From an optimization exercise on the open Yosys and OpenROAD flow, aimed at small area, a short achievable clock period and few clock cycles; shortcuts taken in it are not production practice.
No run shown here included a check of the RTL's function; only the layout flow was run.
Power is estimated from default activity; no workload was simulated.

## flow/design.v (module list and top-level ports; edited modules follow where they fit)
// module MatrixMultUnit: 225 lines
// module mmu_mac: 2699 lines
module MatrixMultUnit(
  input  wire reset_n,
  input  wire clk,
  input  wire dut_valid,
  output wire dut_ready,
  output wire        dut__tb__sram_input_write_enable,
  output wire [15:0] dut__tb__sram_input_write_address,
  output wire [31:0] dut__tb__sram_input_write_data,
  output wire [15:0] dut__tb__sram_input_read_address,
  input  wire [31:0] tb__dut__sram_input_read_data,
  output wire        dut__tb__sram_weight_write_enable,
  output wire [15:0] dut__tb__sram_weight_write_address,
  output wire [31:0] dut__tb__sram_weight_write_data,
  output wire [15:0] dut__tb__sram_weight_read_address,
  input  wire [31:0] tb__dut__sram_weight_read_data,
  output wire        dut__tb__sram_result_write_enable,
  output wire [15:0] dut__tb__sram_result_write_address,
  output wire [31:0] dut__tb__sram_result_write_data,
  output wire [15:0] dut__tb__sram_result_read_address,
  input  wire [31:0] tb__dut__sram_result_read_data,
  output wire        dut__tb__sram_scratchpad_write_enable,
  output wire [15:0] dut__tb__sram_scratchpad_write_address,
  output wire [31:0] dut__tb__sram_scratchpad_write_data,
  output wire [15:0] dut__tb__sram_scratchpad_read_address,
  input  wire [31:0] tb__dut__sram_scratchpad_read_data
);
  // ...
==> flow/flow/run.sh <==
#!/bin/bash
# The standard layout, with timing repair aiming at 6.5 ns of setup slack.
set -euo pipefail
bash standard.sh SETUP_SLACK_MARGIN=6.5 finish > standard_flow.log 2>&1
==> flow/standard.sh <==
#!/bin/bash
# synth_recipe.tcl (not shown) runs the flow's synth.tcl, then flattens the netlist and writes it again
# the make line also repeats each setting of config.mk as NAME=value (left out here)
make -C /OpenROAD-flow-scripts/flow DESIGN_CONFIG=/design/flow/config.mk WORK_HOME=/design/flow/orfs CLKGATE_MAP_FILE= SYNTH_SCRIPT=/design/flow/synth_recipe.tcl "${@:-finish}"
==> flow/config.mk <==
export PLATFORM = sky130hd
export DESIGN_NAME = MatrixMultUnit
export DESIGN_NICKNAME = MatrixMultUnit
export VERILOG_FILES = /design/flow/design.v
export SDC_FILE = /design/flow/constraint.sdc
export NUM_CORES = 4
export LEC_CHECK = 0
export ABC_CLOCK_PERIOD_IN_PS = 3000
export CAP_MARGIN = 20
export CORE_MARGIN = 2
export CORE_UTILIZATION = 40
export SLEW_MARGIN = 20
==> flow/constraint.sdc <==
create_clock -name core_clock -period 10.0 [get_ports {clk}]
set_input_delay 2.0000 -clock core_clock [delete_from_list [all_inputs] [get_ports {clk}]]
set_output_delay 2.0000 -clock core_clock [all_outputs]
set_load 0.01 [all_outputs]
==> summary.txt, run 1 <==
Worst Slack Setup Final between 6000 and 7000 ps; number of iterations in the first detailed-routing pass 7; Routed Wire Length 88750 um; Site Rows 105; CTS Buf Count 54; WHS Path Cells 0; maximum clock insertion buffer count 3; DRT antenna net count 0; top-area cell type share of the netlist area 26.98%; Reg power frac between 20 and 30%; first-pass GRT wire length between 100000 and 150000 um; Critical Path Sink dut__tb__sram_input_read_address[0]; DRT iter0 DRCs 1365; final setup violation count 0; seq_cells between 400 and 500; # nets final 4216; GRT met3 Usage 3.380%; Clk power slightly above 2 mW; Post-synth EDFFs 96; slowest CP cell edfxtp_1; Post-Synth XOR/XNOR Area 4.463%; most common cell after layout, fill and taps aside inv_1; PostCTS Resize Cnt 172; final worst path period need 3523 ps; Comb. pwr approximately 5.7 mW; DR vias/cell between 4 and 5; status no timing/DRC/antenna violations; DRC viols 0; register bit total from synthesis 469; Startpoint Class register; IO Pins 392; P_int 6.336 mW; final core utilization 46.74%; main combinational cell family by area after synthesis adder cells; DR vias 22.26k; Hold Path End u_mac.pc[2]; most frequent cells after synthesis 629 x inv_1, 447 x fa_1, 364 x dfxtp_1; FF-to-FF End u_mac.acc[31]; Fin Setup TNS 0 ps; worst vdd ir 0.0002011 V; Setup Fix Bufs, Post-CTS 31
==> run 2, diff against run 1 <==
==> flow/flow/run.sh (replaced) <==
#!/bin/bash
# The standard layout, with timing repair aiming at 6.8 ns of setup slack.
set -euo pipefail
bash standard.sh SETUP_SLACK_MARGIN=6.8 finish > standard_flow.log 2>&1
==> summary.txt, run 2 <==
status no timing/DRC/antenna violations (unchanged); pre-CTS setup slack 6369 ps (was 6312 ps); power per cell area 292.8 nW/um^2 (was 276.7 nW/um^2); Critical Path AT 1420 ps (was 1520 ps); Starting Density 40.39% (unchanged); Die Y 292.0 um (unchanged); WL/cell 19.40 um (was 19.07 um); sequential element share of the synthesized area 31.34% (unchanged); RD Place Congestion 0.8997 (was 0.8605); hold slack 323.6 ps (was 326.0 ps); DIE AREA 85240 um^2 (unchanged); Tot Pwr 11.55 mW (was 10.62 mW); Fin Setup TNS 0 ps (unchanged); Post-Syn Area 33170 um^2 (unchanged); Hold Buf Count CTS 0 (unchanged); fraction of layout cells with a size suffix above 1 17.83% (was 9.830%); DRC viols 0 (unchanged); TritonCTS clock tree built (unchanged); top cells by area, synth fa_1 27%, dfxtp_1 22%, edfxtp_1 8.7%, inv_1 7.1%, and2_1 6.1% (unchanged); DPL Wire Length 62540 um (was 62270 um); final setup violation count 0 (unchanged); Finished Layout Cells 4723 (was 4655); DRT iter0 DRCs 1420 (was 1365); most frequent cells after synthesis 629 x inv_1, 447 x fa_1, 364 x dfxtp_1 (unchanged); most common cell after layout, fill and taps aside inv_1 (unchanged); Synth Area in Compound Gates 4.798% (unchanged); Adder-Cell Fraction of Synth Area 30.79% (unchanged); # nets final 4285 (was 4216); Leakage 18.25 nW (was 17.94 nW); multiplexer share of the synthesized area 2.403% (unchanged); RSZ-0062 raised after global routing yes (unchanged); top-area cell type share of the netlist area 26.98% (unchanged); Setup crit end kind primary output (unchanged); total grt overflow 0 (unchanged); Max H-tree Level 2 (unchanged); number of iterations in the first detailed-routing pass 5 (was 7); Yosys cell types 71 (unchanged); main combinational cell family by area after synthesis adder cells (unchanged); Worst Slack Setup Final 6579 ps (was 6477 ps); clock latency at the later pin of the worst-skew pair 630 ps (about the same); core area 82110 um^2 (unchanged); clk root buf clkbuf_16 (unchanged); maximum clock insertion buffer count 3 (unchanged); ys flop type dfxtp_1 (unchanged); Area Overhead vs Synth 18.88% (was 15.72%); skew final 44.98 ps (was 39.68 ps); R2R Setup Slk 6640 ps (was 6510 ps); synthesized area per cell 9.975 um^2 (unchanged); Post-Synth Simple-Gate Area 13.17% (unchanged); Routed Wire Length 91610 um (was 88750 um); HP Class register to register (unchanged); Clock Sink Count 469 (unchanged); Startpoint Class register (unchanged); Worst-path clk slew 60 ps (about the same); area leader, netlist fa_1 (unchanged); f_max 0.2923 GHz (was 0.2838 GHz); final core utilization 48.02% (was 46.74%); CP Class register to primary output (unchanged); Slew HR 42.22% (was 24.52%); port bufs 265 (unchanged); Layout Cell Area excl Fill 39430 um^2 (was 38380 um^2); Total Routing Usage GR 21.70% (was 21.34%); Ys Warns 2 (unchanged); most frequent cell after synthesis inv_1 (unchanged); crit-path max FO 2 (was 3); initial antenna violation count 2 (was 4); first-pass GRT wire length 141300 um (was 138300 um); DR vias 22.65k (was 22.26k); FFs w/ async S/R, synth 1.919% (unchanged); Post-Synth XOR/XNOR Area 4.463% (unchanged); IO Pins 392 (unchanged); placed inst area 35970 um^2 (was 35950 um^2); CTS Buf Count 53 (was 54); Site Rows 105 (unchanged); DRT antenna net count 0 (unchanged); Post-synth EDFFs 96 (unchanged); CP required 8000 ps (about the same); Slew Limit Fails 0 (unchanged); largest net degree at the start of global routing 62 (was 63); worst vdd ir 0.0002675 V (was 0.0002011 V); Cells after Synth 3325 (unchanged); placed insts 4492 (was 4489); max-cap viol count 0 (unchanged); most frequent cells in the layout 620 x inv_1, 443 x fa_1, 319 x and2_1 (was 629 x inv_1, 446 x fa_1, 329 x dfxtp_1); register bit total from synthesis 469 (unchanged); ratio of final minimum period to clock period 34.21% (was 35.23%); final hold viol count 0 (unchanged); Slew @ Worst Pin 866.7 ps (was 1131 ps); DIE WIDTH 292.0 um (unchanged); vias in the first global route 24.14k (was 23.56k); final worst path period need 3421 ps (was 3523 ps); DR vias/cell 4.795 (was 4.782)
==> run 2: critical path: stages, from the launching register on <==
cell and delay, ps:
edfxtp_1 430, buf_6 140, buf_6 110, buf_6 110
==> run 2: timing repair <==
item / CTS / global route
resized for setup: 739 / 105
setup buffers: 90 / 37
cloned: 2 / 0
endpoints found under the setup margin: 236 / 135
endpoints found under the hold margin: 0 / 0
pin swaps: 43 / 64
==> run 2: where the power goes <==
group	switching [mW]	internal, mW
Sequential	0.351	2.57
Combinational	3.43	3.09
Clock	0.836	1.27
==> run 2: worst paths after layout <==
kind,startpoint,end,cells past startpoint
worst max-delay path,b_addr[1],dut__tb__sram_scratchpad_read_address[1],3
worst min-delay path,first2,first3,0
worst max register to register,first4,u_mac.acc[31],15
worst min register to register,first2,first3,0
max in group asynchronous,reset_n,we,1
min in group asynchronous,reset_n,state[1],1
==> run 2: layout make-up <==
| class | count | area [um^2] |
|---|---|---|
| clock inverters | 25 | 381.6 |
| inverters | 629 | 2365 |
| flip-flops and latches | 469 | 10570 |
| clock buffers | 75 | 1510 |
| fillers | 7608 | 42680 |
| repair buffers | 428 | 3689 |
| well taps | 1070 | 1339 |
| diodes | 2 | 5.005 |
| multi-input cells | 2025 | 19570 |
==> run 2: layer usage <==
layer	track usage [%]	wire length (um)	vias to the layer above
met1	28.04	37850	11380
met4	7.946	3565	0
met3	3.311	5859	187
met2	36.86	44340	815
li1	-	-	10270
met5	0	0	-
==> run 2: kinds of logic (layout without fill, tap and decap cells) <==
kind of cell | Yosys count | after routing
AO/OA/AOI/OAI | 238 | 238
XOR/XNOR | 169 | 169
adder cells (fa/ha/maj) | 548 | 548
buffers and inverters | 956 | 1157
flip-flops | 469 | 469
multiplexers | 71 | 71
other | 1 | 128
AND/OR/NAND/NOR | 873 | 873

-- port drivers added, routing unchanged --
Ports are ideal in the flow. The routed layouts listed here were re-timed in OpenROAD.
Step 1, drivers: a clkbuf_16 drives clk and a buf_2 each remaining input, both assumed.
Step 2 moves the port delays by t, midway between the first and last clock arrival at a register: inputs arrive t later, outputs are due t later. That takes back most of the time a late clock gives input paths.
Slacks: ideal ports / drivers / drivers and shift; pairs: ideal ports / drivers.
run	t, ns	setup slack, ns	slew at the worst register clock pin (ns)
run 1	0.674	6.477 / 6.415 / 6.511	0.07 / 0.07
run 2	0.671	6.579 / 6.515 / 6.638	0.07 / 0.07
After both steps setup and hold are still met in every run listed.
